Context: an optimization exercise on an open-source flow, tuned for small area, a short achievable clock period and few clock cycles per item. The choices shown serve that exercise and are no tape-out recipe. RTL that was checked went through simulation tests only; none was proved equivalent to the original. No functional check of the RTL was part of runs 1 and 2. Power and IR drop assume default switching activity.

File: design/flow/design.v
module shift_add_multiplier
#(
    parameter int OPERAND_WIDTH = 32
)
(
    input  logic        flush,
    input  logic        clk,
    input  logic        rst,
    input  logic        start,
    input  logic [1:0]  mul_type,
    input  logic [31:0] a,
    input  logic [31:0] b,
    output logic [63:0] p,
    output logic        done,
    output logic        work
);
    logic [36:0] P_lo;
    logic [27:0] P_hi;
    logic [31:0] S;
    logic [31:0] C;
    logic [3:0] L_s, L_c;
    logic cy;
    logic [3:0] cnt;
    logic busy, last, fin, first;
    logic [1:0] e_one, e_two, e_neg;
    wire load   = start & ~busy & ~last & ~fin;
    wire nfirst = ~first;
    wire [32:0] A = {(mul_type[0] | mul_type[1]) & a[31], a};
    wire [36:0] bext = {{4{(mul_type == 2'b01) & b[31]}}, b, 1'b0};
    wire [31:0] sg = S & {32{nfirst}};
    wire [31:0] cg = C & {32{nfirst}};
    wire [33:0] pp0 = (({34{e_one[0]}} & {A[32], A}) | ({34{e_two[0]}} & {A, 1'b0})) ^ {34{e_neg[0]}};
    wire [33:0] pp1 = (({34{e_one[1]}} & {A[32], A}) | ({34{e_two[1]}} & {A, 1'b0})) ^ {34{e_neg[1]}};
    wire s1 = sg[0] ^ cg[0] ^ e_neg[0];
    wire c2 = (sg[0] & cg[0]) | (sg[0] & e_neg[0]) | (cg[0] & e_neg[0]);
    wire s3 = sg[1] ^ cg[1] ^ pp0[1];
    wire c4 = (sg[1] & cg[1]) | (sg[1] & pp0[1]) | (cg[1] & pp0[1]);
    wire s5 = sg[2] ^ cg[2] ^ e_neg[1];
    wire c6 = (sg[2] & cg[2]) | (sg[2] & e_neg[1]) | (cg[2] & e_neg[1]);
    wire s7 = pp0[2] ^ pp1[0] ^ s5;
    wire c8 = (pp0[2] & pp1[0]) | (pp0[2] & s5) | (pp1[0] & s5);
    wire s9 = sg[3] ^ cg[3] ^ pp0[3];
    wire c10 = (sg[3] & cg[3]) | (sg[3] & pp0[3]) | (cg[3] & pp0[3]);
    wire s11 = pp1[1] ^ c6 ^ s9;
    wire c12 = (pp1[1] & c6) | (pp1[1] & s9) | (c6 & s9);
    wire s13 = sg[4] ^ cg[4] ^ pp0[4];
    wire c14 = (sg[4] & cg[4]) | (sg[4] & pp0[4]) | (cg[4] & pp0[4]);
    wire s15 = pp1[2] ^ c10 ^ s13;
    wire c16 = (pp1[2] & c10) | (pp1[2] & s13) | (c10 & s13);
    wire s17 = sg[5] ^ cg[5] ^ pp0[5];
    wire c18 = (sg[5] & cg[5]) | (sg[5] & pp0[5]) | (cg[5] & pp0[5]);
    wire s19 = pp1[3] ^ c14 ^ s17;
    wire c20 = (pp1[3] & c14) | (pp1[3] & s17) | (c14 & s17);
    wire s21 = sg[6] ^ cg[6] ^ pp0[6];
    wire c22 = (sg[6] & cg[6]) | (sg[6] & pp0[6]) | (cg[6] & pp0[6]);
    wire s23 = pp1[4] ^ c18 ^ s21;
    wire c24 = (pp1[4] & c18) | (pp1[4] & s21) | (c18 & s21);
    wire s25 = sg[7] ^ cg[7] ^ pp0[7];
    wire c26 = (sg[7] & cg[7]) | (sg[7] & pp0[7]) | (cg[7] & pp0[7]);
    wire s27 = pp1[5] ^ c22 ^ s25;
    wire c28 = (pp1[5] & c22) | (pp1[5] & s25) | (c22 & s25);
    wire s29 = sg[8] ^ cg[8] ^ pp0[8];
    wire c30 = (sg[8] & cg[8]) | (sg[8] & pp0[8]) | (cg[8] & pp0[8]);
    wire s31 = pp1[6] ^ c26 ^ s29;
    wire c32 = (pp1[6] & c26) | (pp1[6] & s29) | (c26 & s29);
    wire s33 = sg[9] ^ cg[9] ^ pp0[9];
    wire c34 = (sg[9] & cg[9]) | (sg[9] & pp0[9]) | (cg[9] & pp0[9]);
    wire s35 = pp1[7] ^ c30 ^ s33;
    wire c36 = (pp1[7] & c30) | (pp1[7] & s33) | (c30 & s33);
    wire s37 = sg[10] ^ cg[10] ^ pp0[10];
    wire c38 = (sg[10] & cg[10]) | (sg[10] & pp0[10]) | (cg[10] & pp0[10]);
    wire s39 = pp1[8] ^ c34 ^ s37;
    wire c40 = (pp1[8] & c34) | (pp1[8] & s37) | (c34 & s37);
    wire s41 = sg[11] ^ cg[11] ^ pp0[11];
    wire c42 = (sg[11] & cg[11]) | (sg[11] & pp0[11]) | (cg[11] & pp0[11]);
    wire s43 = pp1[9] ^ c38 ^ s41;
    wire c44 = (pp1[9] & c38) | (pp1[9] & s41) | (c38 & s41);
    wire s45 = sg[12] ^ cg[12] ^ pp0[12];
    wire c46 = (sg[12] & cg[12]) | (sg[12] & pp0[12]) | (cg[12] & pp0[12]);
    wire s47 = pp1[10] ^ c42 ^ s45;
    wire c48 = (pp1[10] & c42) | (pp1[10] & s45) | (c42 & s45);
    wire s49 = sg[13] ^ cg[13] ^ pp0[13];
    wire c50 = (sg[13] & cg[13]) | (sg[13] & pp0[13]) | (cg[13] & pp0[13]);
    wire s51 = pp1[11] ^ c46 ^ s49;
    wire c52 = (pp1[11] & c46) | (pp1[11] & s49) | (c46 & s49);
    wire s53 = sg[14] ^ cg[14] ^ pp0[14];
    wire c54 = (sg[14] & cg[14]) | (sg[14] & pp0[14]) | (cg[14] & pp0[14]);
    wire s55 = pp1[12] ^ c50 ^ s53;
    wire c56 = (pp1[12] & c50) | (pp1[12] & s53) | (c50 & s53);
    wire s57 = sg[15] ^ cg[15] ^ pp0[15];
    wire c58 = (sg[15] & cg[15]) | (sg[15] & pp0[15]) | (cg[15] & pp0[15]);
    wire s59 = pp1[13] ^ c54 ^ s57;
    wire c60 = (pp1[13] & c54) | (pp1[13] & s57) | (c54 & s57);
    wire s61 = sg[16] ^ cg[16] ^ pp0[16];
    wire c62 = (sg[16] & cg[16]) | (sg[16] & pp0[16]) | (cg[16] & pp0[16]);
    wire s63 = pp1[14] ^ c58 ^ s61;
    wire c64 = (pp1[14] & c58) | (pp1[14] & s61) | (c58 & s61);
    wire s65 = sg[17] ^ cg[17] ^ pp0[17];
    wire c66 = (sg[17] & cg[17]) | (sg[17] & pp0[17]) | (cg[17] & pp0[17]);
    wire s67 = pp1[15] ^ c62 ^ s65;
    wire c68 = (pp1[15] & c62) | (pp1[15] & s65) | (c62 & s65);
    wire s69 = sg[18] ^ cg[18] ^ pp0[18];
    wire c70 = (sg[18] & cg[18]) | (sg[18] & pp0[18]) | (cg[18] & pp0[18]);
    wire s71 = pp1[16] ^ c66 ^ s69;
    wire c72 = (pp1[16] & c66) | (pp1[16] & s69) | (c66 & s69);
    wire s73 = sg[19] ^ cg[19] ^ pp0[19];
    wire c74 = (sg[19] & cg[19]) | (sg[19] & pp0[19]) | (cg[19] & pp0[19]);
    wire s75 = pp1[17] ^ c70 ^ s73;
    wire c76 = (pp1[17] & c70) | (pp1[17] & s73) | (c70 & s73);
    wire s77 = sg[20] ^ cg[20] ^ pp0[20];
    wire c78 = (sg[20] & cg[20]) | (sg[20] & pp0[20]) | (cg[20] & pp0[20]);
    wire s79 = pp1[18] ^ c74 ^ s77;
    wire c80 = (pp1[18] & c74) | (pp1[18] & s77) | (c74 & s77);
    wire s81 = sg[21] ^ cg[21] ^ pp0[21];
    wire c82 = (sg[21] & cg[21]) | (sg[21] & pp0[21]) | (cg[21] & pp0[21]);
    wire s83 = pp1[19] ^ c78 ^ s81;
    wire c84 = (pp1[19] & c78) | (pp1[19] & s81) | (c78 & s81);
    wire s85 = sg[22] ^ cg[22] ^ pp0[22];
    wire c86 = (sg[22] & cg[22]) | (sg[22] & pp0[22]) | (cg[22] & pp0[22]);
    wire s87 = pp1[20] ^ c82 ^ s85;
    wire c88 = (pp1[20] & c82) | (pp1[20] & s85) | (c82 & s85);
    wire s89 = sg[23] ^ cg[23] ^ pp0[23];
    wire c90 = (sg[23] & cg[23]) | (sg[23] & pp0[23]) | (cg[23] & pp0[23]);
    wire s91 = pp1[21] ^ c86 ^ s89;
    wire c92 = (pp1[21] & c86) | (pp1[21] & s89) | (c86 & s89);
    wire s93 = sg[24] ^ cg[24] ^ pp0[24];
    wire c94 = (sg[24] & cg[24]) | (sg[24] & pp0[24]) | (cg[24] & pp0[24]);
    wire s95 = pp1[22] ^ c90 ^ s93;
    wire c96 = (pp1[22] & c90) | (pp1[22] & s93) | (c90 & s93);
    wire s97 = sg[25] ^ cg[25] ^ pp0[25];
    wire c98 = (sg[25] & cg[25]) | (sg[25] & pp0[25]) | (cg[25] & pp0[25]);
    wire s99 = pp1[23] ^ c94 ^ s97;
    wire c100 = (pp1[23] & c94) | (pp1[23] & s97) | (c94 & s97);
    wire s101 = sg[26] ^ cg[26] ^ pp0[26];
    wire c102 = (sg[26] & cg[26]) | (sg[26] & pp0[26]) | (cg[26] & pp0[26]);
    wire s103 = pp1[24] ^ c98 ^ s101;
    wire c104 = (pp1[24] & c98) | (pp1[24] & s101) | (c98 & s101);
    wire s105 = sg[27] ^ cg[27] ^ pp0[27];
    wire c106 = (sg[27] & cg[27]) | (sg[27] & pp0[27]) | (cg[27] & pp0[27]);
    wire s107 = pp1[25] ^ c102 ^ s105;
    wire c108 = (pp1[25] & c102) | (pp1[25] & s105) | (c102 & s105);
    wire s109 = sg[28] ^ cg[28] ^ pp0[28];
    wire c110 = (sg[28] & cg[28]) | (sg[28] & pp0[28]) | (cg[28] & pp0[28]);
    wire s111 = pp1[26] ^ c106 ^ s109;
    wire c112 = (pp1[26] & c106) | (pp1[26] & s109) | (c106 & s109);
    wire s113 = sg[29] ^ cg[29] ^ pp0[29];
    wire c114 = (sg[29] & cg[29]) | (sg[29] & pp0[29]) | (cg[29] & pp0[29]);
    wire s115 = pp1[27] ^ c110 ^ s113;
    wire c116 = (pp1[27] & c110) | (pp1[27] & s113) | (c110 & s113);
    wire s117 = sg[30] ^ cg[30] ^ pp0[30];
    wire c118 = (sg[30] & cg[30]) | (sg[30] & pp0[30]) | (cg[30] & pp0[30]);
    wire s119 = pp1[28] ^ c114 ^ s117;
    wire c120 = (pp1[28] & c114) | (pp1[28] & s117) | (c114 & s117);
    wire s121 = sg[31] ^ cg[31] ^ pp0[31];
    wire c122 = (sg[31] & cg[31]) | (sg[31] & pp0[31]) | (cg[31] & pp0[31]);
    wire s123 = pp1[29] ^ c118 ^ s121;
    wire c124 = (pp1[29] & c118) | (pp1[29] & s121) | (c118 & s121);
    wire s125 = nfirst ^ pp0[32] ^ pp1[30];
    wire c126 = (nfirst & pp0[32]) | (nfirst & pp1[30]) | (pp0[32] & pp1[30]);
    wire s127 = c122 ^ s125;
    wire c128 = c122 & s125;
    wire s129 = first ^ ~pp0[33] ^ pp1[31];
    wire c130 = (first & ~pp0[33]) | (first & pp1[31]) | (~pp0[33] & pp1[31]);
    wire s131 = c126 ^ s129;
    wire c132 = c126 & s129;
    wire s133 = ~(pp1[32] ^ c130);
    wire c134 = pp1[32] | c130;
    wire [4:0] lsum = {L_s[3], L_s[2], L_s[1], L_s[0]} + {L_c[3], L_c[2], L_c[1], L_c[0]} + cy;
    wire [3:0] lo = lsum[3:0];
    wire [31:0] hsum = {{S[27], S[26], S[25], S[24], S[23], S[22], S[21], S[20], S[19], S[18], S[17], S[16], S[15], S[14], S[13], S[12], S[11], S[10], S[9], S[8], S[7], S[6], S[5], S[4], S[3], S[2], S[1], S[0]}, {L_s[3], L_s[2], L_s[1], L_s[0]}} + {{C[27], C[26], C[25], C[24], C[23], C[22], C[21], C[20], C[19], C[18], C[17], C[16], C[15], C[14], C[13], C[12], C[11], C[10], C[9], C[8], C[7], C[6], C[5], C[4], C[3], C[2], C[1], C[0]}, {L_c[3], L_c[2], L_c[1], L_c[0]}} + cy;
    wire [4:0] nwin = load ? bext[4:0] : P_lo[8:4];
    always_ff @(posedge clk) begin
        work  <= start & ~rst & ~flush;
        first <= load;
        e_one[0] <= nwin[1] ^ nwin[0];
        e_two[0] <= (nwin[2] & ~nwin[1] & ~nwin[0]) | (~nwin[2] & nwin[1] & nwin[0]);
        e_neg[0] <= nwin[2] & ~(nwin[1] & nwin[0]);
        e_one[1] <= nwin[3] ^ nwin[2];
        e_two[1] <= (nwin[4] & ~nwin[3] & ~nwin[2]) | (~nwin[4] & nwin[3] & nwin[2]);
        e_neg[1] <= nwin[4] & ~(nwin[3] & nwin[2]);
        L_s[0] <= pp0[0];
        L_c[0] <= s1;
        L_s[1] <= c2;
        L_c[1] <= s3;
        L_s[2] <= c4;
        L_c[2] <= s7;
        L_s[3] <= c8;
        L_c[3] <= s11;
        cy <= lsum[4] & nfirst;
        S[0] <= c12;
        S[1] <= c16;
        S[2] <= c20;
        S[3] <= c24;
        S[4] <= c28;
        S[5] <= c32;
        S[6] <= c36;
        S[7] <= c40;
        S[8] <= c44;
        S[9] <= c48;
        S[10] <= c52;
        S[11] <= c56;
        S[12] <= c60;
        S[13] <= c64;
        S[14] <= c68;
        S[15] <= c72;
        S[16] <= c76;
        S[17] <= c80;
        S[18] <= c84;
        S[19] <= c88;
        S[20] <= c92;
        S[21] <= c96;
        S[22] <= c100;
        S[23] <= c104;
        S[24] <= c108;
        S[25] <= c112;
        S[26] <= c116;
        S[27] <= c120;
        S[28] <= c124;
        S[29] <= c128;
        S[30] <= c132;
        S[31] <= ~pp1[33];
        C[0] <= s15;
        C[1] <= s19;
        C[2] <= s23;
        C[3] <= s27;
        C[4] <= s31;
        C[5] <= s35;
        C[6] <= s39;
        C[7] <= s43;
        C[8] <= s47;
        C[9] <= s51;
        C[10] <= s55;
        C[11] <= s59;
        C[12] <= s63;
        C[13] <= s67;
        C[14] <= s71;
        C[15] <= s75;
        C[16] <= s79;
        C[17] <= s83;
        C[18] <= s87;
        C[19] <= s91;
        C[20] <= s95;
        C[21] <= s99;
        C[22] <= s103;
        C[23] <= s107;
        C[24] <= s111;
        C[25] <= s115;
        C[26] <= s119;
        C[27] <= s123;
        C[28] <= s127;
        C[29] <= s131;
        C[30] <= s133;
        C[31] <= c134;
        if (rst || flush) begin
            busy <= 1'b0;
            last <= 1'b0;
            fin  <= 1'b0;
        end else begin
            busy <= load | (busy & (cnt != 4'(8)));
            last <= busy & (cnt == 4'(8));
            fin  <= last | (fin & start);
        end
        if (load) begin
            cnt  <= '0;
            P_lo <= bext;
        end else if (busy | last) begin
            cnt  <= cnt + 1'b1;
            P_lo <= {lo, P_lo[36:4]};
        end
        if (last)
            P_hi <= hsum[31:4];
    end
    assign done = fin;
    assign p    = {P_hi, P_lo[36:1]};
endmodule
File: design/flow/run.sh
#!/bin/bash
# synth_recipe.tcl (not shown) runs the flow's synth.tcl, then flattens the netlist and writes it again
# the make line also repeats each setting of config.mk as NAME=value (left out here)
make -C /OpenROAD-flow-scripts/flow DESIGN_CONFIG=/design/flow/config.mk WORK_HOME=/design/flow/orfs CLKGATE_MAP_FILE= SYNTH_SCRIPT=/design/flow/synth_recipe.tcl finish
File: design/flow/config.mk
export PLATFORM = sky130hd
export DESIGN_NAME = shift_add_multiplier
export DESIGN_NICKNAME = shift_add_multiplier
export VERILOG_FILES = /design/flow/design.v
export SDC_FILE = /design/flow/constraint.sdc
export NUM_CORES = 4
export LEC_CHECK = 0
export CAP_MARGIN = 20
export CORE_MARGIN = 2
export CORE_UTILIZATION = 40
export SLEW_MARGIN = 20
File: design/flow/constraint.sdc
create_clock -name core_clock -period 5.5 [get_ports {clk}]
set_input_delay 1.1000 -clock core_clock [delete_from_list [all_inputs] [get_ports {clk}]]
set_output_delay 1.1000 -clock core_clock [all_outputs]
set_load 0.01 [all_outputs]
==> reports/summary.txt, run 1 <==
Worst R2R End: P_hi[26]$_DFFE_PP_
Area of the core: 0.0228 sq mm
Worst Setup End Kind: register
DRT iter0 DRCs: 367
Buf/Inv on CP: 2
Slew margin rel.: 33.1%
Setup_tns: 0 ns
Initial antenna violation count: 0
Clock slew at reported path FFs: 0.07 ns
Crit path required time: 5.86 ns
Critical-path cell list: clkdlybuf4s50_1, nand2b_1, nor2_2, mux2i_1, inv_1, or3_1, o21ai_0
Non-Filler Instances: 1305
Layout Skew: 0.0156 ns
Most common cell in the netlist: dfxtp_1
Cell Area, Synth: 0.00932 sq mm
Vias: 6608
CTS tree: built
Dpl cells: 1273
Switch share: 42.9%
Std-Cell Rows: 55
Hold Path Origin: cnt[0]$_SDFFE_PP0N_
Switch Pwr: 2750 uW
Cells on Worst Hold Path: 1
Postcts setup bufs: 0
HPWL Detailed: 15900 microns
Wire length on met1: 10500 microns
Flop pwr share: 28.8%
Final nets: 1152
Share of cells above drive strength 1: 6.55%
Port-buffer cells: 135
Family with the most delay on the worst path: simple AND/OR/NAND/NOR gates
First-pass GRT wire length: 36100 microns
Die ar.: 0.0245 sq mm
Routed wl met3: 915 microns
Worst path arrival time: 3.26 ns
Top cells by count, synth: 88 x dfxtp_1, 79 x xnor2_1, 74 x inv_1, 66 x fa_1, 64 x edfxtp_1
Fin. Hold Viols: 0
Max incr delay on CP: 0.60 ns
Die Ht: 157 microns
WL met2: 10200 microns
Final antenna-violating net count: 0
R2R depth: 9
HP Class: register to register
GP Congestion: 0.805
Top cells by area in the synthesized netlist: edfxtp_1 21%, dfxtp_1 19%, fa_1 14%
Post-CTS resize count: 0
Clock sinks: 152
Maximum number of pins on one net before global-route repair: 68
Fillcell total: 2062
Final setup fails: 0
Actual slew at the worst max-slew pin: 1.00 ns
Maximum root-to-sink buffer count: 2
Number of diodes: 0
Top Layer Used: met4
Drt first pass iters: 5
Worst skew pair latency: 0.44 ns
Starting Density: 40.9%
Highest Clock Rate: 0.344 GHz
Outcome: finished clean
Root Driver: clkbuf_16
Synth Warn #: 1
Global route total overflow: 0
Via density per instance: 5.06
Area Overhead vs Synth: 23.6%
Area share of the largest cell type after synthesis: 20.6%
Reg2reg start: L_s[0]$_DFF_P_
Maxcap violations: 0
Cts hold-fix bufs: 0
Pwr dens: 556 mW/mm^2
R2R Setup Slk: 2.60 ns
FF+latch count, synth: 152
Tmin final: 2.90 ns
Combinational group share of total power: 52.7%
Area after DPL: 0.0109 sq mm
Internal power: 3660 uW
Routed wire per std cell: 16.8 microns
Register area share after synthesis: 39.5%
Top Ports: 136
Peak supply drop: 0.205 mV
Post-Layout Inst Area: 0.0115 sq mm
Number of global-route vias before repair: 6810
Mean post-synth cell area: 10.8 sq um
RSZ-0062 raised after global routing: false
EDFF count, synth: 64
Worst path slowest cell: nor2_2
Final wirelength: 22000 microns
Asr flop ratio synth: 0%
Synth cell types: 69
Final hold slack: 0.510 ns
CP Max Fanout: 18
Die Width: 157 microns
Remaining DRCs: 0
Main synth FF type: dfxtp_1
CTS buffer count: 17
Leakage: 0.00466 uW
Syn Nets: 1034
Synthesized instance count: 861
Clock share of power: 18.4%
Crit Path Category: input port to register
Total GRT Usage: 18.9%
Worst Hold Path EP: cnt[0]$_SDFFE_PP0N_
Pins Over Slew Limit: 0
Period utilisation layout: 52.8%
Yosys top cell by area: edfxtp_1
Crit path launch type: input port
H-tree depth: 4
-- kinds of logic after synthesis --
family / count (synthesis) / synth area share (%)
and+or+nand+nor: 186 / 10.8
adders and majority gates: 103 / 19.1
muxes: 4 / 0.443
buffers and inverters: 120 / 5.22
xor gates and xnor gates: 97 / 9.12
DFF: 152 / 39.5
AOI/OAI and AO/OA: 199 / 15.8
-- power by group through the flow --
stage,clock network [uW],registers [uW],logic (uW)
2_1_floorplan,0,1810,2530
3_3_place_gp,0,1880,3330
3_5_place_dp,0,1870,3370
4_1_cts,1200,1850,3400
5_1_grt,1260,1880,3860
6_report,1180,1850,3380
-- worst register-to-register path, delay by kind of cell, from the launching register on --
| kind | cells | cell delay (ns) |
|---|---|---|
| flip-flops | 1 | 0.32 |
| AO/OA/AOI/OAI | 5 | 1.12 |
| adder cells (fa/ha/maj) | 2 | 0.89 |
| AND/OR/NAND/NOR | 2 | 0.40 |
-- through the flow --
step	worst slack [ns]	total power, uW	util (%)
floorplan	2.89	4340	-
CTS	2.59	6450	50.6
detailed placement	2.17	5240	48.0
finish	2.60	6400	50.6
global placement	2.23	5210	48.0
global route	2.37	7000	50.6
-- flip-flops by register name, indices dropped and copies added (netlist names), 2 cells and up --
signal,flops
P_lo,36
C,32
S,32
P_hi,28
L_c,4
L_s,4
cnt,4
e_neg,2
e_one,2
e_two,2
-- per-layer routing --
| metal | vias up | track usage [%] |
|---|---|---|
| met1 | 3217 | 25.9 |
| li1 | 3211 | - |
| met3 | 26 | 3.96 |
| met4 | 0 | 5.55 |
| met5 | - | 0 |
| met2 | 154 | 30.3 |
-- worst max path at each step --
stage | start | to | depth (start not counted)
floorplan | L_s[0]$_DFF_P_ | P_hi[26]$_DFFE_PP_ | 9
global placement | start | e_two[1]$_DFF_P_ | 7
detailed placement | start | e_two[1]$_DFF_P_ | 7
CTS | L_s[0]$_DFF_P_ | P_hi[26]$_DFFE_PP_ | 9
global route | start | e_two[1]$_DFF_P_ | 7
finish | start | e_two[1]$_DFF_P_ | 7
-- area by class of cell --
| class | count | area [sq um] | share of cell area (%) |
|---|---|---|---|
| clock buffers | 17 | 425 | 3.69 |
| well taps | 313 | 392 | 3.40 |
| repair buffers | 144 | 1420 | 12.3 |
| clock inverters | 15 | 165 | 1.43 |
| inverters | 75 | 282 | 2.44 |
| flip-flops and latches | 152 | 3680 | 32.0 |
| multi-input cells | 589 | 5150 | 44.7 |
-- cells in the final DEF, fill, tap and decap left out, types with 32 or more instances in the layout --
cell type / synthesis / final
edfxtp_1: 64 / 64
inv_1: 74 / 74
dfxtp_1: 88 / 87
nand2b_1: 63 / 63
ha_1: 37 / 37
a22o_1: 32 / 32
nand2_1: 40 / 40
a21oi_1: 33 / 33
xnor2_1: 79 / 79
a22oi_1: 62 / 62
fa_1: 66 / 66
clkdlybuf4s50_1: 0 / 135
==> run 2: changes to the inputs <==
--- a/design/flow/config.mk
+++ b/design/flow/config.mk
@@ -5,7 +5,9 @@
 export SDC_FILE = /design/flow/constraint.sdc
 export NUM_CORES = 4
 export LEC_CHECK = 0
+export ABC_CLOCK_PERIOD_IN_PS = 2500
 export CAP_MARGIN = 20
 export CORE_MARGIN = 2
 export CORE_UTILIZATION = 40
+export SETUP_SLACK_MARGIN = 3.0
 export SLEW_MARGIN = 20
==> run 2 against run 1 <==
Effect of this change:
- power up 2.1%
- die area did not move
- first-iteration DRC count rose by 8.2%
- worst hold slack gained 0.0016 ns
- critical path type is now register to register
- largest cell class unchanged
==> reports/summary.txt, run 2 <==
Drt first pass iters: 5
Fin. Hold Viols: 0
HPWL Detailed: 16300 microns
Worst path arrival time: 2.77 ns
Tmin final: 2.60 ns
Die Ht: 157 microns
Port-buffer cells: 135
Die ar.: 0.0245 sq mm
Commonest non-fill, non-tap cell in the layout: clkdlybuf4s50_1
Initial antenna violation count: 0
RSZ-0062 raised after global routing: true
Routed wire per std cell: 17.2 microns
First-pass GRT wire length: 36400 microns
Synth cell types: 69
Largest registers: P_lo: 36 flops, C: 32 flops, S: 32 flops
Yosys top cell by area: edfxtp_1
CTS tree: built
GP Congestion: 0.804
Cell Area, Synth: 0.00932 sq mm
Total GRT Usage: 19.1%
FF+latch count, synth: 152
Worst Setup End Kind: register
Remaining DRCs: 0
Dpl cells: 1273
Leakage: 0.00485 uW
Mean post-synth cell area: 10.8 sq um
Peak supply drop: 0.272 mV
Top cells by area in the synthesized netlist: edfxtp_1 21%, dfxtp_1 19%, fa_1 14%
H-tree depth: 4
Non-Filler Instances: 1310
Slew margin rel.: 46.5%
Asr flop ratio synth: 0%
Main synth FF type: dfxtp_1
Final nets: 1157
Family with the most delay on the worst path: compound AO/OA/AOI/OAI gates
Pins Over Slew Limit: 0
Number of global-route vias before repair: 6815
Vias: 6695
Buf/Inv on CP: 0
Final setup fails: 0
Pwr dens: 560 mW/mm^2
Syn Nets: 1034
Outcome: finished clean
Top Ports: 136
Area of the core: 0.0228 sq mm
Worst path slowest cell: fa_2
Area share of the largest cell type after synthesis: 20.6%
Global route total overflow: 0
Starting Density: 40.9%
Biggest register: P_lo
Number of diodes: 0
Crit path launch type: register
Area after DPL: 0.0109 sq mm
Root Driver: clkbuf_16
CP Max Fanout: 3
Clock slew at reported path FFs: 0.07 ns
Via density per instance: 5.11
Clock sinks: 152
Register area share after synthesis: 39.5%
Total Power: 6540 uW
Critical-path cell list: fa_2, fa_2, a21oi_4, o211ai_4, and3_4, a221o_2, nor2_4, a211o_2, o311ai_2
Actual slew at the worst max-slew pin: 0.803 ns
Layout Skew: 0.0133 ns
Period utilisation layout: 47.3%
Cts hold-fix bufs: 0
Max reg flops: 36
Worst skew pair latency: 0.44 ns
DRT iter0 DRCs: 397
Post-Layout Inst Area: 0.0117 sq mm
Final antenna-violating net count: 0
EDFF count, synth: 64
Max incr delay on CP: 0.40 ns
Crit path top cell by count: fa_2
Maximum number of pins on one net before global-route repair: 44
Most common cell in the netlist: dfxtp_1
Most frequent cells in the layout: 91 x clkdlybuf4s50_1, 85 x dfxtp_1, 79 x xnor2_1
Die Width: 157 microns
Setup_tns: 0 ns
Final wirelength: 22500 microns
CTS buffer count: 17
Maximum root-to-sink buffer count: 2
Top cells by count, synth: 88 x dfxtp_1, 79 x xnor2_1, 74 x inv_1, 66 x fa_1, 64 x edfxtp_1
Highest Clock Rate: 0.384 GHz
Crit path required time: 5.67 ns
Area Overhead vs Synth: 25.3%
HP Class: register to register
Std-Cell Rows: 55
Crit Path Category: register to register
Synth Warn #: 1
Maxcap violations: 0
Synthesized instance count: 861
Share of cells above drive strength 1: 9.13%
==> run 2: cells by family (layout without fill, tap and decap cells) <==
kind of cell,Yosys count,after routing,synth area share [%]
adders and majority gates,103,103,19.1
DFF,152,152,39.5
xor gates and xnor gates,97,97,9.12
and+or+nand+nor,186,186,10.8
muxes,4,4,0.443
AOI/OAI and AO/OA,199,199,15.8
buffers and inverters,120,256,5.22
==> run 2: path summary, 6_finish.rpt <==
kind         slack [ns]  cells after the start            start                  to
max                2.90                      9       cy$_DFF_P_  P_hi[26]$_DFFE_PP_
min                0.51                      1  busy$_SDFF_PP0_     last$_SDFF_PP0_
max reg2reg        2.90                      9       cy$_DFF_P_  P_hi[26]$_DFFE_PP_
min reg2reg        0.51                      1  busy$_SDFF_PP0_     last$_SDFF_PP0_
==> run 2: what timing repair did <==
item,in CTS,in global routing
endpoints found under the setup margin,79,22
hold endpoints to repair,0,0
buffers inserted,2,3
resized for setup,53,22
gates cloned,0,0
pin swaps,7,6
==> run 2: layout make-up <==
class	count	area [sq um]
multi-input cells	589	5280
clock buffers	17	425
flip-flops and latches	152	3690
fillers	2069	11100
well taps	313	392
repair buffers	149	1450
clock inverters	15	165
inverters	75	284
==> run 2: metal layers <==
metal	routed length [microns]	track usage, %
met5	0	0
met4	374	5.64
met3	811	3.32
met2	10800	31.3
met1	10500	25.9
==> run 2: where the power goes <==
group          total (uW)  leakage [uW]  switching (uW)  internal [uW]
Clock                1180      0.000290             564            615
Combinational        3500       0.00320            2060           1440
Sequential           1860       0.00136             203           1650
==> run 2: metrics by stage <==
step,hold WS (ns),utilization [%],setup slack [ns]
2_1_floorplan,0.462,-,3.01
3_3_place_gp,0.487,48.0,2.39
3_5_place_dp,0.501,48.0,2.37
4_1_cts,0.515,50.8,2.92
5_1_grt,0.541,51.3,2.84
6_report,0.511,51.3,2.90
==> run 3: changes to the inputs <==
--- a/design/flow/design.v
+++ b/design/flow/design.v
@@ -165,9 +165,11 @@
     wire c132 = c126 & s129;
     wire s133 = ~(pp1[32] ^ c130);
     wire c134 = pp1[32] | c130;
-    wire [4:0] lsum = {L_s[3], L_s[2], L_s[1], L_s[0]} + {L_c[3], L_c[2], L_c[1], L_c[0]} + cy;
+    wire [5:0] lsum1 = {1'b0, {L_s[3], L_s[2], L_s[1], L_s[0]}, 1'b1} + {1'b0, {L_c[3], L_c[2], L_c[1], L_c[0]}, cy};
+    wire [4:0] lsum = lsum1[5:1];
     wire [3:0] lo = lsum[3:0];
-    wire [31:0] hsum = {{S[27], S[26], S[25], S[24], S[23], S[22], S[21], S[20], S[19], S[18], S[17], S[16], S[15], S[14], S[13], S[12], S[11], S[10], S[9], S[8], S[7], S[6], S[5], S[4], S[3], S[2], S[1], S[0]}, {L_s[3], L_s[2], L_s[1], L_s[0]}} + {{C[27], C[26], C[25], C[24], C[23], C[22], C[21], C[20], C[19], C[18], C[17], C[16], C[15], C[14], C[13], C[12], C[11], C[10], C[9], C[8], C[7], C[6], C[5], C[4], C[3], C[2], C[1], C[0]}, {L_c[3], L_c[2], L_c[1], L_c[0]}} + cy;
+    wire [32:0] hsum1 = {{S[27], S[26], S[25], S[24], S[23], S[22], S[21], S[20], S[19], S[18], S[17], S[16], S[15], S[14], S[13], S[12], S[11], S[10], S[9], S[8], S[7], S[6], S[5], S[4], S[3], S[2], S[1], S[0]}, {L_s[3], L_s[2], L_s[1], L_s[0]}, 1'b1} + {{C[27], C[26], C[25], C[24], C[23], C[22], C[21], C[20], C[19], C[18], C[17], C[16], C[15], C[14], C[13], C[12], C[11], C[10], C[9], C[8], C[7], C[6], C[5], C[4], C[3], C[2], C[1], C[0]}, {L_c[3], L_c[2], L_c[1], L_c[0]}, cy};
+    wire [31:0] hsum = hsum1[32:1];
     wire [4:0] nwin = load ? bext[4:0] : P_lo[8:4];
     always_ff @(posedge clk) begin
         work  <= start & ~rst & ~flush;
--- a/design/flow/config.mk
+++ b/design/flow/config.mk
@@ -5,9 +5,9 @@
 export SDC_FILE = /design/flow/constraint.sdc
 export NUM_CORES = 4
 export LEC_CHECK = 0
-export ABC_CLOCK_PERIOD_IN_PS = 2500
+export ABC_CLOCK_PERIOD_IN_PS = 2200
 export CAP_MARGIN = 20
 export CORE_MARGIN = 2
 export CORE_UTILIZATION = 40
-export SETUP_SLACK_MARGIN = 3.0
+export SETUP_SLACK_MARGIN = 3.4
 export SLEW_MARGIN = 20
==> run 3 against run 2 <==
Effect of this change:
- worst hold slack got worse by 0.0047 ns
- first-iteration DRC count fell by 6.3%
- global-route usage rose by 1.3 points
- synthesized cell count rose by 4.5%
- clock power barely moved
- largest power group unchanged
==> reports/summary.txt, run 3 <==
Peak supply drop: 0.233 mV
Crit path required time: 5.87 ns
Largest registers: P_lo: 36 flops, C: 32 flops, S: 32 flops
Drt first pass iters: 5
Clock share of power: 15.6%
Slew margin rel.: 57.2%
Commonest non-fill, non-tap cell in the layout: inv_1
Syn Nets: 1073
Clock slew at reported path FFs: 0.07 ns
Std-Cell Rows: 56
Fillcell total: 2036
Synthesized instance count: 900
Register area share after synthesis: 38.8%
Setup_tns: 0 ns
Worst path arrival time: 2.64 ns
Die Ht: 158 microns
H-tree depth: 4
Post-Layout Inst Area: 0.0130 sq mm
EDFF count, synth: 64
CTS buffer count: 17
Synth cell types: 61
CP Max Fanout: 2
Maxcap violations: 0
Main synth FF type: dfxtp_1
Number of global-route vias before repair: 7123
Area of the core: 0.0234 sq mm
Via density per instance: 5.16
RSZ-0062 raised after global routing: true
Biggest register: P_lo
Worst path slowest cell: fa_1
Area share of the largest cell type after synthesis: 20.2%
GP Congestion: 0.850
Worst Hold Path EP: cnt[0]$_SDFFE_PP0N_
Crit path launch type: input port
R2R Setup Slk: 3.29 ns
Most common cell in the netlist: dfxtp_1
HP Class: register to register
Top Ports: 136
Worst skew pair latency: 0.42 ns
Tmin final: 2.27 ns
Period utilisation layout: 41.3%
Vias: 7223
Die Width: 158 microns
Switch Pwr: 3200 uW
Final antenna-violating net count: 0
Area Overhead vs Synth: 36.9%
Switch share: 41.9%
Area after DPL: 0.0113 sq mm
Mean post-synth cell area: 10.5 sq um
Final wirelength: 25200 microns
Highest Clock Rate: 0.440 GHz
Initial antenna violation count: 0
Cells on Worst Hold Path: 1
Global route total overflow: 0
Leakage: 0.00528 uW
Final nets: 1242
Number of diodes: 0
HPWL Detailed: 17600 microns
Top cells by count, synth: 88 x dfxtp_1, 86 x inv_1, 85 x xnor2_1, 65 x fa_1, 65 x nand2b_1
Die ar.: 0.0250 sq mm
Pins Over Slew Limit: 0
Most frequent cells in the layout: 70 x inv_1, 69 x xnor2_1, 66 x dfxtp_1
Total GRT Usage: 20.4%
Top cells by area in the synthesized netlist: edfxtp_1 20%, dfxtp_1 19%, fa_1 14%
Max incr delay on CP: 0.51 ns
CTS tree: built
Max reg flops: 36
Cts hold-fix bufs: 0
Routed wire per std cell: 18.0 microns
Remaining DRCs: 0
Combinational group share of total power: 58.2%
Starting Density: 40.6%
Clock sinks: 152
Layout Skew: 0.0147 ns
Port-buffer cells: 135
Worst Setup End Kind: register
Internal power: 4440 uW
Fin. Hold Viols: 0
Root Driver: clkbuf_16
Actual slew at the worst max-slew pin: 0.641 ns
Final setup fails: 0
FF+latch count, synth: 152
DRT iter0 DRCs: 372
Reg2reg start: cy$_DFF_P_
Worst R2R End: P_hi[17]$_DFFE_PP_
Asr flop ratio synth: 0%
R2R depth: 9
Flop pwr share: 26.3%
Crit Path Category: input port to register
Maximum number of pins on one net before global-route repair: 68
First-pass GRT wire length: 38700 microns
Non-Filler Instances: 1401
Yosys top cell by area: edfxtp_1
Dpl cells: 1306
Critical-path cell list: buf_8, buf_6, a22oi_2, xnor2_2, fa_1, inv_2, fa_2
Synth Warn #: 1
Total Power: 7640 uW
Hold Path Origin: cnt[0]$_SDFFE_PP0N_
Share of cells above drive strength 1: 35.7%
Pwr dens: 588 mW/mm^2
Cell Area, Synth: 0.00949 sq mm
Maximum root-to-sink buffer count: 2
Outcome: finished clean
run 3: stage by stage:
| stage | hold WS, ns | utilization (%) | setup slack (ns) |
|---|---|---|---|
| after floorplan | 0.462 | - | 3.06 |
| after global placement | 0.484 | 48.1 | 2.21 |
| after detailed placement | 0.492 | 48.1 | 2.20 |
| after CTS | 0.506 | 53.6 | 3.24 |
| after global routing | 0.549 | 55.5 | 3.20 |
| final | 0.507 | 55.5 | 3.23 |
run 3: critical path: cells and delay by family:
kind            cells  cell delay (ns)
compound gates      1             0.17
xor+xnor            1             0.10
buf+inv             3             0.25
fa+ha+maj           2             1.01
run 3: worst max-delay path by stage:
stage / from / slack (ns) / endpoint / cells after the start
floorplan: a[6] / 3.06 / C[3]$_DFF_P_ / 5
global placement: start / 2.21 / e_two[1]$_DFF_P_ / 7
detailed placement: start / 2.20 / e_two[1]$_DFF_P_ / 7
CTS: a[9] / 3.24 / C[6]$_DFF_P_ / 6
global route: a[7] / 3.20 / C[4]$_DFF_P_ / 6
finish: a[9] / 3.23 / C[5]$_DFF_P_ / 7
run 3: layer usage:
| layer | track usage (%) | up-vias | share of wire [%] |
|---|---|---|---|
| met2 | 30.5 | 194 | 45 |
| met1 | 29.8 | 3541 | 47 |
| met3 | 5.23 | 14 | 6.8 |
| met5 | 0 | - | 0 |
| met4 | 4.33 | 0 | 0.98 |
| li1 | - | 3474 | - |
run 3: area by class of cell:
type | instances | area [sq um] | area share [%]
multi-input combinational | 608 | 6160 | 47.4
sequential | 152 | 3720 | 28.7
timing repair buffer | 203 | 1770 | 13.7
clock buffer | 17 | 425 | 3.27
tap | 319 | 399 | 3.07
inverter | 87 | 332 | 2.55
clock inverter | 15 | 174 | 1.34
run 3: what timing repair did:
action                                  in CTS  in global routing
endpoints found under the hold margin        0                  0
gates resized for setup                    573                 86
pin swaps                                  115                 70
gates cloned                                 1                  0
endpoints found under the setup margin     223                150
buffers inserted                            46                 16
run 3: logic make-up (layout without fill, tap and decap cells):
kind of cell    count (synthesis)  in the layout  share of synthesized area (%)
compound gates                220            220                           16.8
xor+xnor                      100            100                           9.23
fa+ha+maj                     103            103                           18.7
buf+inv                       140            322                           5.71
flops                         152            152                           38.8
mux                             5              5                          0.540
simple gates                  180            180                           10.2
run 3: power by group through the flow:
stage	logic, uW	registers, uW	clock network (uW)
CTS	4080	1960	1210
detailed placement	3550	1950	0
global placement	3500	1960	0
global route	4960	2040	1260
finish	4440	2010	1190
floorplan	2710	1810	0
Testbench counts of run 3, summed over its fixed seeds: cycles 9,984, items 768.
==> run 4: changes to the inputs <==
--- a/design/flow/config.mk
+++ b/design/flow/config.mk
@@ -9,5 +9,5 @@
 export CAP_MARGIN = 20
 export CORE_MARGIN = 2
 export CORE_UTILIZATION = 40
-export SETUP_SLACK_MARGIN = 3.4
+export SETUP_SLACK_MARGIN = 3.0
 export SLEW_MARGIN = 20
==> run 4 against run 3 <==
Effect of this change:
- still clean
- first-iteration DRC count up 6.2%
- register-to-register slack worse by 0.19 ns
- combinational power down 18%
- clock skew down 0.0017 ns
- non-clock buffer count down 46
- via count down 3.0%
- utilization down 4.8 points
- flip-flop and latch count unchanged
- area after synthesis unchanged
- highest routed layer unchanged
==> reports/summary.txt, run 4 <==
Die ar.: 0.0250 sq mm
Internal power: 3800 uW
Most common cell in the netlist: dfxtp_1
Most frequent cells in the layout: 98 x clkdlybuf4s50_1, 87 x dfxtp_1, 86 x inv_1
Top Layer Used: met4
Final wirelength: 23500 microns
Area Overhead vs Synth: 25.1%
Flop pwr share: 28.4%
HP Class: register to register
Crit Path Category: input port to register
Remaining DRCs: 0
Area of the core: 0.0234 sq mm
Root Driver: clkbuf_16
Top cells by area in the synthesized netlist: edfxtp_1 20%, dfxtp_1 19%, fa_1 14%
WL met2: 10100 microns
Initial antenna violation count: 0
Outcome: finished clean
Combinational group share of total power: 54.4%
Global route total overflow: 0
Pins Over Slew Limit: 0
Maximum root-to-sink buffer count: 2
Cell Area, Synth: 0.00949 sq mm
Highest Clock Rate: 0.405 GHz
Maximum number of pins on one net before global-route repair: 68
Layout Skew: 0.0129 ns
Starting Density: 40.6%
Pwr dens: 559 mW/mm^2
Die Ht: 158 microns
Worst skew pair latency: 0.44 ns
Actual slew at the worst max-slew pin: 0.800 ns
Switch Pwr: 2840 uW
CTS tree: built
Final hold slack: 0.500 ns
H-tree depth: 4
Period utilisation layout: 44.9%
Routed wl met3: 1180 microns
Share of cells above drive strength 1: 8.49%
Util after Layout: 50.8%
Fillcell total: 2189
Worst path arrival time: 2.78 ns
Wire length on met1: 11900 microns
Synth Warn #: 1
Port-buffer cells: 135
CTS buffer count: 17
Maxcap violations: 0
Die Width: 158 microns
Synth cell types: 61
Crit path required time: 5.81 ns
Slew margin rel.: 46.6%
Switch share: 42.7%
Drt first pass iters: 5
Asr flop ratio synth: 0%
Crit path launch type: input port
Std-Cell Rows: 56
Number of diodes: 0
Syn Nets: 1073
Register area share after synthesis: 38.8%
Vias: 7007
FF+latch count, synth: 152
Top Ports: 136
Peak supply drop: 0.217 mV
CP Max Fanout: 4
Final nets: 1196
Clock slew at reported path FFs: 0.06 ns
HPWL Detailed: 17500 microns
RSZ-0062 raised after global routing: false
Area share of the largest cell type after synthesis: 20.2%
Tmin final: 2.47 ns
Top cells by count, synth: 88 x dfxtp_1, 86 x inv_1, 85 x xnor2_1, 65 x fa_1, 65 x nand2b_1
Clock sinks: 152
Leakage: 0.00487 uW
Via density per instance: 5.17
Routed wire per std cell: 17.3 microns
Biggest register: P_lo
Setup_tns: 0 ns
Final setup fails: 0
Total GRT Usage: 19.6%
Worst Setup End Kind: register
DRT iter0 DRCs: 395
Final antenna-violating net count: 0
GP Congestion: 0.851
Clock share of power: 17.2%
Yosys top cell by area: edfxtp_1
Main synth FF type: dfxtp_1
Mean post-synth cell area: 10.5 sq um
Synthesized instance count: 900
Commonest non-fill, non-tap cell in the layout: clkdlybuf4s50_1
First-pass GRT wire length: 37100 microns
Fin. Hold Viols: 0
EDFF count, synth: 64
Cts hold-fix bufs: 0
Total Power: 6650 uW
Largest registers: P_lo: 36 flops, C: 32 flops, S: 32 flops
Number of global-route vias before repair: 6675
Max reg flops: 36
[run 4: cell types whose count changed in the layout (fill, tap and decap cells not counted), moves of 21 or more]
cell | previous run | this run
ha_1 | 9 | 38
buf_2 | 61 | 0
fa_1 | 39 | 65
fa_2 | 26 | 0
ha_4 | 23 | 0
clkdlybuf4s50_1 | 34 | 98
dfxtp_1 | 66 | 87
a22oi_1 | 32 | 54
buf_6 | 24 | 1
buf_4 | 59 | 19
dlygate4sd2_1 | 2 | 36
a22oi_2 | 30 | 8
[run 4: layout make-up]
cell class | instances | area, sq um | area share [%]
Multi-Input combinational cell | 608 | 5380 | 45.3
Sequential cell | 152 | 3680 | 31.0
Timing Repair Buffer | 157 | 1520 | 12.8
Clock buffer | 22 | 475 | 4.00
Tap cell | 319 | 399 | 3.36
Inverter | 87 | 329 | 2.77
Clock inverter | 10 | 93.8 | 0.790
[run 4: worst max-delay path: stages]
cell and delay (ns):
dlygate4sd2_1 0.29, a22oi_2 0.23, xnor2_2 0.14, fa_1 0.54, inv_1 0.05, fa_1 0.43
[run 4: stage by stage]
| stage | instances | instance area, sq um | setup slack [ns] |
|---|---|---|---|
| after floorplan | 900 | 9490 | 3.04 |
| after global placement | 1311 | 11100 | 2.32 |
| after detailed placement | 1311 | 11100 | 2.29 |
| after CTS | 1352 | 11800 | 3.00 |
| after global routing | 1355 | 11900 | 2.99 |
| final | 1355 | 11900 | 3.03 |
[run 4: layer usage]
layer,up-vias,global-route usage [%]
met4,0,5.71
met1,3439,29.6
met5,-,0
met3,25,4.08
met2,177,28.3
li1,3366,-
[run 4: logic make-up (layout without fill, tap and decap cells)]
kind of cell,Yosys count,in the layout,share of synthesized area (%)
xor+xnor,100,100,9.23
fa+ha+maj,103,103,18.7
mux,5,5,0.540
flops,152,152,38.8
simple gates,180,180,10.2
buf+inv,140,276,5.71
compound gates,220,220,16.8
[run 4: power by group through the flow]
stage               combinational, uW  clock, uW  sequential, uW
floorplan                        2670          0            1810
global placement                 3490          0            1900
detailed placement               3540          0            1910
CTS                              3600       1160            1890
global route                     4120       1200            1920
finish                           3620       1140            1890
[run 4: timing repair]
item | CTS | global route
resized for setup | 53 | 10
gates cloned | 1 | 0
pin swaps | 8 | 7
hold endpoints to repair | 0 | 0
endpoints found under the setup margin | 95 | 15
setup buffers | 8 | 3
[run 4: worst paths after layout]
kind                       startpoint             endpoint  slack (ns)  cells past startpoint
setup reg to reg       L_s[0]$_DFF_P_   P_hi[17]$_DFFE_PP_        3.10                      8
hold / removal    cnt[0]$_SDFFE_PP0N_  cnt[0]$_SDFFE_PP0N_        0.50                      1
hold reg to reg   cnt[0]$_SDFFE_PP0N_  cnt[0]$_SDFFE_PP0N_        0.50                      1
setup / recovery                 a[3]         C[0]$_DFF_P_        3.03                      6
==> run 5: changes to the inputs <==
--- a/design/flow/config.mk
+++ b/design/flow/config.mk
@@ -9,5 +9,6 @@
 export CAP_MARGIN = 20
 export CORE_MARGIN = 2
 export CORE_UTILIZATION = 40
+export CTS_BUF_LIST = sky130_fd_sc_hd__clkbuf_4 sky130_fd_sc_hd__clkbuf_8
 export SETUP_SLACK_MARGIN = 3.0
 export SLEW_MARGIN = 20
==> run 5 against run 4 <==
Effect of this change:
- setup slack got worse by 0.0035 ns
- via count up 0.67%
- utilization shrank 0.74 points
- synthesized cell count stayed put
- clock power shrank 24%
- combinational power is essentially flat
- non-clock buffer count up 1
- worst hold slack improved by 0.0092 ns
- final area shrank 1.5%
- final cell count barely moved
- clock-buffer cell count shrank 1
==> reports/summary.txt, run 5 <==
Maximum root-to-sink buffer count: 2
Setup_tns: 0 ns
EDFF count, synth: 64
Fillcell total: 2213
CP Max Fanout: 4
Asr flop ratio synth: 0%
Switch share: 44.0%
Mean post-synth cell area: 10.5 sq um
Outcome: finished clean
Synth Warn #: 1
Worst path arrival time: 2.82 ns
Share of cells above drive strength 1: 8.78%
Clock share of power: 13.7%
HPWL Detailed: 17500 microns
Dpl cells: 1311
Worst skew pair latency: 0.47 ns
Die Ht: 158 microns
Root Driver: clkbuf_8
Area after DPL: 0.0111 sq mm
Pins Over Slew Limit: 0
Internal power: 3560 uW
Combinational group share of total power: 56.7%
Period utilisation layout: 44.9%
Crit Path Category: input port to register
Fin. Hold Viols: 0
Final antenna-violating net count: 0
Clock slew at reported path FFs: 0.09 ns
Synthesized instance count: 900
Most frequent cells in the layout: 87 x dfxtp_1, 86 x inv_1, 85 x xnor2_1
Maximum number of pins on one net before global-route repair: 68
Tmin final: 2.47 ns
Starting Density: 40.6%
Max reg flops: 36
H-tree depth: 4
RSZ-0062 raised after global routing: true
Leakage: 0.00503 uW
Std-Cell Rows: 56
Largest registers: P_lo: 36 flops, C: 32 flops, S: 32 flops
Routed wire per std cell: 17.3 microns
Commonest non-fill, non-tap cell in the layout: dfxtp_1
Pwr dens: 543 mW/mm^2
HP Class: register to register
Port-buffer cells: 135
Clock sinks: 152
Final hold slack: 0.509 ns
Peak supply drop: 0.188 mV
Number of diodes: 0
Switch Pwr: 2800 uW
Main synth FF type: dfxtp_1
Biggest register: P_lo
Most common cell in the netlist: dfxtp_1
Cell Area, Synth: 0.00949 sq mm
FF+latch count, synth: 152
Initial antenna violation count: 0
Area of the core: 0.0234 sq mm
Layout Skew: 0.0124 ns
Syn Nets: 1073
Slew margin rel.: 48.0%
Maxcap violations: 0
Final wirelength: 23400 microns
DRT iter0 DRCs: 426
Total GRT Usage: 19.5%
Area share of the largest cell type after synthesis: 20.2%
Top cells by count, synth: 88 x dfxtp_1, 86 x inv_1, 85 x xnor2_1, 65 x fa_1, 65 x nand2b_1
Crit path required time: 5.85 ns
CTS tree: built
Vias: 7054
Actual slew at the worst max-slew pin: 0.780 ns
Global route total overflow: 0
Multi-input combinational cell area: 0.00536 sq mm
Final setup fails: 0
Post-Layout Inst Area: 0.0117 sq mm
Remaining DRCs: 0
Total Power: 6360 uW
CTS buffer count: 17
Highest Clock Rate: 0.405 GHz
Cts hold-fix bufs: 0
Flop pwr share: 29.6%
Number of global-route vias before repair: 6717
Via density per instance: 5.20
Die ar.: 0.0250 sq mm
Synth cell types: 61
GP Congestion: 0.851
Reg area: 0.00368 sq mm
Top Ports: 136
Yosys top cell by area: edfxtp_1
Crit path launch type: input port
Drt first pass iters: 5
Area Overhead vs Synth: 23.3%
Final nets: 1197
Worst Setup End Kind: register
Register area share after synthesis: 38.8%
Die Width: 158 microns
First-pass GRT wire length: 36900 microns
Non-Filler Instances: 1356
Top cells by area in the synthesized netlist: edfxtp_1 20%, dfxtp_1 19%, fa_1 14%
run 5: cell counts after synthesis:
Identical to the previous run, type by type.
run 5: cell type report:
class                           count  share of cell area [%]
Multi-Input combinational cell    608                    45.7
Sequential cell                   152                    31.5
Timing Repair Buffer              158                    13.2
Tap cell                          319                    3.41
Inverter                           87                    2.81
Clock buffer                       21                    2.31
Clock inverter                     11                    1.06
run 5: logic make-up (layout without fill, tap and decap cells):
family	after synthesis	count (layout)	synth area share (%)
AO/OA/AOI/OAI	220	220	16.8
XOR/XNOR	100	100	9.23
adder cells (fa/ha/maj)	103	103	18.7
buffers and inverters	140	277	5.71
flip-flops	152	152	38.8
multiplexers	5	5	0.540
AND/OR/NAND/NOR	180	180	10.2
run 5: metal layers:
| metal | GRT usage (%) | share of wire [%] | vias to the layer above |
|---|---|---|---|
| li1 | - | - | 3355 |
| met1 | 29.4 | 51 | 3495 |
| met2 | 28.3 | 43 | 182 |
| met3 | 4.00 | 4.4 | 22 |
| met4 | 5.19 | 1.4 | 0 |
| met5 | 0 | 0 | - |
run 5: through the flow:
step	utilization, %	worst slack, ns
3_5_place_dp	47.4	2.29
5_1_grt	50.0	3.00
4_1_cts	49.6	3.00
3_3_place_gp	47.4	2.32
2_1_floorplan	-	3.04
6_report	50.0	3.03
run 5: timing repair:
item,in CTS,in global routing
setup buffers,9,3
endpoints found under the setup margin,102,37
pin swaps,12,7
cloned,1,0
gates resized for setup,73,23
run 5: worst max-delay path, cell delays in order:
cell and delay (ns):
dlygate4sd2_1 0.31, a22oi_1 0.25, xnor2_1 0.13, fa_1 0.54, inv_1 0.05, fa_1 0.44
run 5: power by group through the flow:
stage	clock (uW)	combinational (uW)	sequential (uW)
2_1_floorplan	0	2670	1810
4_1_cts	887	3590	1880
5_1_grt	930	4110	1920
3_3_place_gp	0	3490	1900
6_report	870	3610	1890
3_5_place_dp	0	3540	1910
run 5: final timing paths:
path | from | endpoint | slack [ns] | depth (start not counted)
setup / recovery | a[2] | L_c[3]$_DFF_P_ | 3.03 | 6
hold reg to reg | cnt[0]$_SDFFE_PP0N_ | cnt[0]$_SDFFE_PP0N_ | 0.51 | 1
hold / removal | cnt[0]$_SDFFE_PP0N_ | cnt[0]$_SDFFE_PP0N_ | 0.51 | 1
setup reg to reg | L_s[0]$_DFF_P_ | P_hi[17]$_DFFE_PP_ | 3.11 | 8
==> run 6: changes to the inputs <==
==> design/flow/flow/run.sh (new file) <==
#!/bin/bash
# The standard layout, with the port buffers that buffer_ports inserts made
# from the smallest buffer instead of the delay cell it picks by default.
set -euo pipefail
export BUFFER_PORTS_ARGS="-buffer_cell sky130_fd_sc_hd__buf_1"
bash standard.sh > standard_flow.log 2>&1
==> design/flow/standard.sh (new file) <==
#!/bin/bash
# synth_recipe.tcl (not shown) runs the flow's synth.tcl, then flattens the netlist and writes it again
# the make line also repeats each setting of config.mk as NAME=value (left out here)
make -C /OpenROAD-flow-scripts/flow DESIGN_CONFIG=/design/flow/config.mk WORK_HOME=/design/flow/orfs CLKGATE_MAP_FILE= SYNTH_SCRIPT=/design/flow/synth_recipe.tcl "${@:-finish}"
--- a/design/flow/config.mk
+++ b/design/flow/config.mk
@@ -9,6 +9,5 @@
 export CAP_MARGIN = 20
 export CORE_MARGIN = 2
 export CORE_UTILIZATION = 40
-export CTS_BUF_LIST = sky130_fd_sc_hd__clkbuf_4 sky130_fd_sc_hd__clkbuf_8
 export SETUP_SLACK_MARGIN = 3.0
 export SLEW_MARGIN = 20
removed: design/flow/run.sh
==> run 6 against run 5 <==
Effect of this change:
- power grew 4.9%
- clock skew is 0.0023 ns lower
- global-route usage fell by 1.2 points
- final area down 6.4%
- critical endpoint is now P_hi[13]$_DFFE_PP_
- register-to-register slack hardly changed
- flip-flop and latch count stayed put
- highest routed layer unchanged
- critical path depth up 2
- clock-buffer cell count down 4
- wire length fell by 5.5%
==> reports/summary.txt, run 6 <==
Switch share: 42.4%
Maximum number of pins on one net before global-route repair: 68
Clock sinks: 152
RSZ-0062 raised after global routing: true
Worst Setup End Kind: register
First-pass GRT wire length: 35100 microns
Non-Filler Instances: 1346
Starting Density: 40.6%
R2R depth: 8
Mean post-synth cell area: 10.5 sq um
Pins Over Slew Limit: 0
Most common cell in the netlist: dfxtp_1
HPWL Detailed: 16500 microns
Setup_tns: 0 ns
Combinational group share of total power: 52.9%
Maxcap violations: 0
Synth Warn #: 1
Tmin final: 2.39 ns
Period utilisation layout: 43.5%
Port-buffer cells: 135
Maximum root-to-sink buffer count: 2
Switch Pwr: 2830 uW
Fin. Hold Viols: 0
Dpl cells: 1310
DRT iter0 DRCs: 471
Drt first pass iters: 5
Actual slew at the worst max-slew pin: 0.643 ns
Syn Nets: 1073
Initial antenna violation count: 0
Routed wire per std cell: 16.4 microns
Commonest non-fill, non-tap cell in the layout: buf_1
Die Width: 158 microns
Yosys top cell by area: edfxtp_1
Cell Area, Synth: 0.00949 sq mm
Reg area: 0.00369 sq mm
FF+latch count, synth: 152
Most frequent cells in the layout: 135 x buf_1, 86 x dfxtp_1, 86 x inv_1
Clock slew at reported path FFs: 0.07 ns
Register area share after synthesis: 38.8%
Max incr delay on CP: 0.44 ns
Final setup fails: 0
Die ar.: 0.0250 sq mm
Global route total overflow: 0
Number of global-route vias before repair: 6532
Synthesized instance count: 900
Pwr dens: 609 mW/mm^2
Worst path arrival time: 2.56 ns
Area Overhead vs Synth: 15.5%
Flop pwr share: 28.0%
Buf/Inv on CP: 1
Die Ht: 158 microns
Main synth FF type: dfxtp_1
Critical Path Stages: 8
R2R Setup Slk: 3.11 ns
Via density per instance: 5.05
Worst path slowest cell: fa_1
Top Ports: 136
Cts hold-fix bufs: 0
Final antenna-violating net count: 0
GP Congestion: 0.888
EDFF count, synth: 64
Final wirelength: 22100 microns
Total GRT Usage: 18.2%
Dpl ws: 2.36 ns
Slew margin rel.: 57.2%
Critical-path cell list: inv_1, fa_1, nand2b_2, a21oi_4, o211ai_1, o31ai_4, a21oi_1, xnor2_1
Multi-input combinational cell area: 0.00531 sq mm
Worst skew pair latency: 0.43 ns
Area of the core: 0.0234 sq mm
Leakage: 0.00439 uW
Asr flop ratio synth: 0%
Final nets: 1187
Vias: 6802
Worst setup margin: 3.11 ns
Internal power: 3840 uW
Share of cells above drive strength 1: 7.11%
Peak supply drop: 0.267 mV
Number of diodes: 0
Largest registers: P_lo: 36 flops, C: 32 flops, S: 32 flops
Clock share of power: 19.1%
Std-Cell Rows: 56
Crit path launch type: register
Layout Skew: 0.0101 ns
Outcome: finished clean
Biggest register: P_lo
Crit Path Category: register to register
Cells on Worst Hold Path: 1
CTS tree: built
Total Power: 6670 uW
Crit path required time: 5.67 ns
HP Class: register to register
H-tree depth: 4
Synth cell types: 61
Top cells by count, synth: 88 x dfxtp_1, 86 x inv_1, 85 x xnor2_1, 65 x fa_1, 65 x nand2b_1
Top cells by area in the synthesized netlist: edfxtp_1 20%, dfxtp_1 19%, fa_1 14%
Max reg flops: 36
Family with the most delay on the worst path: compound AO/OA/AOI/OAI gates
Area share of the largest cell type after synthesis: 20.2%
Fillcell total: 2269
CP Max Fanout: 4
Highest Clock Rate: 0.418 GHz
Root Driver: clkbuf_16
Remaining DRCs: 0
CTS buffer count: 17
## run 6: cell count changes in the layout (fill, tap and decap cells not counted), sizes merged, moves of 2 or more
cell	change
buf	+126
clkdlybuf4s50	-61
dlygate4sd2	-55
dlymetal6s2s	-19
clkbuf	-4
clkinv	-4
inv	+4
bufinv	+2
clkinvlp	+2
## run 6: cells by family (layout without fill, tap and decap cells)
family	after synthesis	after routing	share of synthesized area (%)
AOI/OAI and AO/OA	220	220	16.8
and+or+nand+nor	180	180	10.2
DFF	152	152	38.8
buffers and inverters	140	267	5.71
adders and majority gates	103	103	18.7
xor gates and xnor gates	100	100	9.23
muxes	5	5	0.540
## run 6: path summary, 6_finish.rpt
check	start	endpoint
max	L_s[0]$_DFF_P_	P_hi[13]$_DFFE_PP_
min	cnt[0]$_SDFFE_PP0N_	cnt[0]$_SDFFE_PP0N_
max reg2reg	L_s[0]$_DFF_P_	P_hi[13]$_DFFE_PP_
min reg2reg	cnt[0]$_SDFFE_PP0N_	cnt[0]$_SDFFE_PP0N_
## run 6: metrics by stage
stage / hold slack, ns / utilization [%] / instance area [sq um]
final: 0.512 / 46.8 / 11000
after global placement: 0.480 / 43.8 / 10300
after CTS: 0.517 / 46.6 / 10900
after global routing: 0.538 / 46.8 / 11000
after detailed placement: 0.498 / 43.8 / 10300
after floorplan: 0.462 / - / 9490
## run 6: layout make-up
| cell class | count | area share [%] |
|---|---|---|
| repair buffers | 148 | 5.51 |
| multi-input cells | 608 | 48.4 |
| well taps | 319 | 3.64 |
| inverters | 87 | 3.00 |
| clock inverters | 15 | 1.93 |
| clock buffers | 17 | 3.88 |
| flip-flops and latches | 152 | 33.6 |
## run 6: layer usage
layer  vias to the layer above  wire length [microns]  global-route usage (%)
li1                       3340                      -                       -
met1                      3299                  11400                    28.0
met2                       138                   9380                    25.7
met3                        25                   1020                    3.70
met4                         0                    333                    5.49
met5                         -                      0                       0
## run 6: power by group through the flow
| stage | sequential (uW) | combinational [uW] | clock, uW |
|---|---|---|---|
| after floorplan | 1810 | 2670 | 0 |
| after global placement | 1880 | 3420 | 0 |
| after detailed placement | 1890 | 3460 | 0 |
| after CTS | 1870 | 3490 | 1300 |
| after global routing | 1900 | 4000 | 1340 |
| final | 1870 | 3530 | 1280 |
## run 6: what timing repair did
item                       CTS  global route
cloned                       0             0
setup endpoints to repair    7            37
setup buffers                1             3
pin swaps                    1             4
resized for setup            2             9
==> run 7: changes to the inputs <==
--- a/design/flow/config.mk
+++ b/design/flow/config.mk
@@ -5,9 +5,10 @@
 export SDC_FILE = /design/flow/constraint.sdc
 export NUM_CORES = 4
 export LEC_CHECK = 0
-export ABC_CLOCK_PERIOD_IN_PS = 2200
+export ABC_AREA = 1
 export CAP_MARGIN = 20
 export CORE_MARGIN = 2
 export CORE_UTILIZATION = 40
+export CTS_BUF_LIST = sky130_fd_sc_hd__clkbuf_4 sky130_fd_sc_hd__clkbuf_8
 export SETUP_SLACK_MARGIN = 3.0
 export SLEW_MARGIN = 20
==> run 7 against run 6 <==
Effect of this change:
- still clean
- clock power is 24% lower
- critical path depth is 1 lower
- power is 5.9% lower
- clock-buffer cell count is 2 higher
- final cell count is 24% higher
- area after synthesis is 4.1% higher
- setup slack better by 0.033 ns
- via count is 15% higher
- flip-flop and latch count stayed put
- worst hold slack worse by 0.020 ns
==> reports/summary.txt, run 7 <==
Outcome: finished clean
CTS tree: built
Most common cell in the netlist: nand2_1
Pins Over Slew Limit: 0
Pwr dens: 558 mW/mm^2
Initial antenna violation count: 0
Area of the core: 0.0243 sq mm
Clock sinks: 152
RSZ-0062 raised after global routing: false
DRT iter0 DRCs: 467
Peak supply drop: 0.202 mV
Area share of the largest cell type after synthesis: 19.4%
Global route total overflow: 0
Buf/Inv on CP: 3
Worst R2R End: C[4]$_DFF_P_
Share of cells above drive strength 1: 4.63%
WL met2: 10300 microns
Area Overhead vs Synth: 13.9%
Setup_tns: 0 ns
Tmin final: 2.36 ns
Die ar.: 0.0260 sq mm
Syn Nets: 1363
GP Congestion: 0.871
Max reg flops: 36
HP Class: register to register
Crit path launch type: register
Post-synthesis mux area share: 0%
Final hold slack: 0.492 ns
Max incr delay on CP: 0.51 ns
Xor and xnor area share after synthesis: 7.27%
Routed wl met3: 1160 microns
Crit Path Category: register to register
CTS buffer count: 17
Worst skew pair latency: 0.46 ns
Vias: 7833
Top cells by area in the synthesized netlist: edfxtp_1 19%, dfxtp_1 18%, fa_1 13%
Final setup fails: 0
Critical Path Stages: 7
Leakage: 0.00564 uW
Final antenna-violating net count: 0
Synthesized instance count: 1190
Port-buffer cells: 135
Mean post-synth cell area: 8.31 sq um
Main synth FF type: dfxtp_1
Top cells by count, synth: 328 x nand2_1, 251 x inv_1, 88 x dfxtp_1, 81 x xor2_1, 65 x fa_1
Remaining DRCs: 0
Worst path arrival time: 2.70 ns
Worst setup margin: 3.14 ns
Worst Setup End Kind: register
Reg2reg start: e_two[0]$_DFF_P_
Cts hold-fix bufs: 0
Post-synthesis compound-gate area fraction: 9.12%
Drt first pass iters: 5
EDFF count, synth: 64
Most frequent cells in the layout: 327 x nand2_1, 248 x inv_1, 135 x buf_1
Top Layer Used: met4
Multi-input combinational cell area: 0.00510 sq mm
Largest family of logic cells by synthesized area: adder cells
Std-Cell Rows: 57
Synth Warn #: 1
Register area share after synthesis: 37.3%
Critical-path cell list: clkinvlp_4, buf_12, o22ai_1, xor2_1, fa_1, inv_1, fa_1
CP Max Fanout: 17
Number of global-route vias before repair: 7743
Cell Area, Synth: 0.00988 sq mm
Dpl ws: 2.66 ns
Simple-gate portion of the synthesized area: 17.1%
Largest registers: P_lo: 36 flops, C: 32 flops, S: 32 flops
Crit path top cell by count: fa_1
Fillcell total: 2427
Routed wire per std cell: 14.3 microns
Highest Clock Rate: 0.424 GHz
Layout Skew: 0.0112 ns
Crit path required time: 5.84 ns
Maximum number of pins on one net before global-route repair: 63
Family with the most delay on the worst path: adder cells
Maximum root-to-sink buffer count: 2
Reg area: 0.00369 sq mm
Fin. Hold Viols: 0
Synth cell types: 34
Actual slew at the worst max-slew pin: 0.658 ns
Wire length on met1: 12000 microns
Biggest register: P_lo
FF+latch count, synth: 152
Root Driver: clkbuf_8
H-tree depth: 4
Critical Path Sink: C[4]$_DFF_P_
Yosys top cell by area: edfxtp_1
Worst path slowest cell: dfxtp_1
Total GRT Usage: 18.9%
Worst setup startpoint: e_two[0]$_DFF_P_
First-pass GRT wire length: 38800 microns
Final nets: 1499
Number of diodes: 0
Starting Density: 40.6%
R2R Setup Slk: 3.14 ns
Top Ports: 136
Commonest non-fill, non-tap cell in the layout: nand2_1
Via density per instance: 4.71
Period utilisation layout: 42.9%
Synth Area in Adders: 18.0%
Die Width: 161 microns
Final wirelength: 23700 microns
Maxcap violations: 0
Clock slew at reported path FFs: 0.09 ns
Asr flop ratio synth: 0%
Slew margin rel.: 55.6%
R2R depth: 7
Die Ht: 161 microns
HPWL Detailed: 17700 microns
==> run 7: power by group <==
part | switching (uW) | internal, uW | total, uW
logic | 2240 | 1220 | 3460
registers | 203 | 1640 | 1840
clock network | 465 | 511 | 977
==> run 7: layer usage <==
metal	track usage (%)	vias up
met5	0	-
met4	5.11	0
met3	3.57	23
met2	28.3	166
met1	27.9	3666
li1	-	3978
==> run 7: what timing repair did <==
action / 4_1_cts / 5_1_grt
setup buffers: 8 / 0
setup endpoints to repair: 95 / 75
gates cloned: 2 / 0
hold endpoints to repair: 0 / 0
gates resized for setup: 7 / 7
==> run 7: layout make-up <==
| type | count | area share, % |
|---|---|---|
| Multi-Input combinational cell | 751 | 45.3 |
| Sequential cell | 152 | 32.8 |
| Inverter | 255 | 8.69 |
| Timing Repair Buffer | 147 | 5.56 |
| Tap cell | 324 | 3.60 |
| Clock buffer | 19 | 2.21 |
| Clock inverter | 13 | 1.71 |
| Timing Repair inverter | 2 | 0.133 |
==> run 7: kinds of logic (layout without fill, tap and decap cells) <==
family	Yosys count	count (layout)
AOI/OAI and AO/OA	139	139
DFF	152	152
adders and majority gates	103	103
and+or+nand+nor	427	427
xor gates and xnor gates	82	82
buffers and inverters	287	436
==> run 7: worst min-delay path by stage <==
stage	cells past startpoint	from	to	slack, ns
4_1_cts	2	busy$_SDFF_PP0_	last$_SDFF_PP0_	0.50
5_1_grt	2	busy$_SDFF_PP0_	last$_SDFF_PP0_	0.50
6_report	2	busy$_SDFF_PP0_	last$_SDFF_PP0_	0.49
3_5_place_dp	2	busy$_SDFF_PP0_	last$_SDFF_PP0_	0.48
2_1_floorplan	2	cnt[2]$_SDFFE_PP0N_	cnt[2]$_SDFFE_PP0N_	0.46
3_3_place_gp	2	busy$_SDFF_PP0_	last$_SDFF_PP0_	0.48
==> run 7: metrics by stage <==
stage	total power, uW	utilization (%)	cell area [sq um]	cells
after CTS	6290	46.2	11200	1663
after global routing	6970	46.3	11300	1663
after global placement	5200	43.9	10700	1621
after floorplan	4340	-	9890	1190
final	6280	46.3	11300	1663
after detailed placement	5270	43.9	10700	1621
==> run 7: worst register-to-register path, delay by kind of cell (launching register included) <==
family / cells / cell delay (ns)
AO/OA/AOI/OAI: 1 / 0.17
XOR/XNOR: 1 / 0.29
adder cells (fa/ha/maj): 2 / 0.86
buffers and inverters: 3 / 0.42
flip-flops: 1 / 0.51

[port drivers added, routing unchanged]
The flow's constraints put no driver on any port. The routed layouts listed below were extracted and timed again, unchanged, in two steps. Step 1: set_driving_cell puts a clkbuf_16 on clk and a buf_2 on each other input, an assumption about the parent block. Step 2 also shifts input and output timing later by t, the mid clock arrival at the registers, as if the neighbouring blocks saw the same clock. Slacks: ideal / step 1 / step 2; pairs: ideal / step 1.
run | t, ns | setup slack, ns
run 1 | 0.479 | 2.597 / 2.591 / 2.112
run 2 | 0.479 | 2.898 / 2.898 / 2.589
run 3 | 0.463 | 3.226 / 3.236 / 2.773
run 4 | 0.480 | 3.032 / 2.985 / 2.579
run 5 | 0.508 | 3.028 / 3.000 / 2.547
run 6 | 0.471 | 3.106 / 3.106 / 2.666
run 7 | 0.496 | 3.139 / 3.139 / 2.708
After both steps every run listed still meets setup and hold.
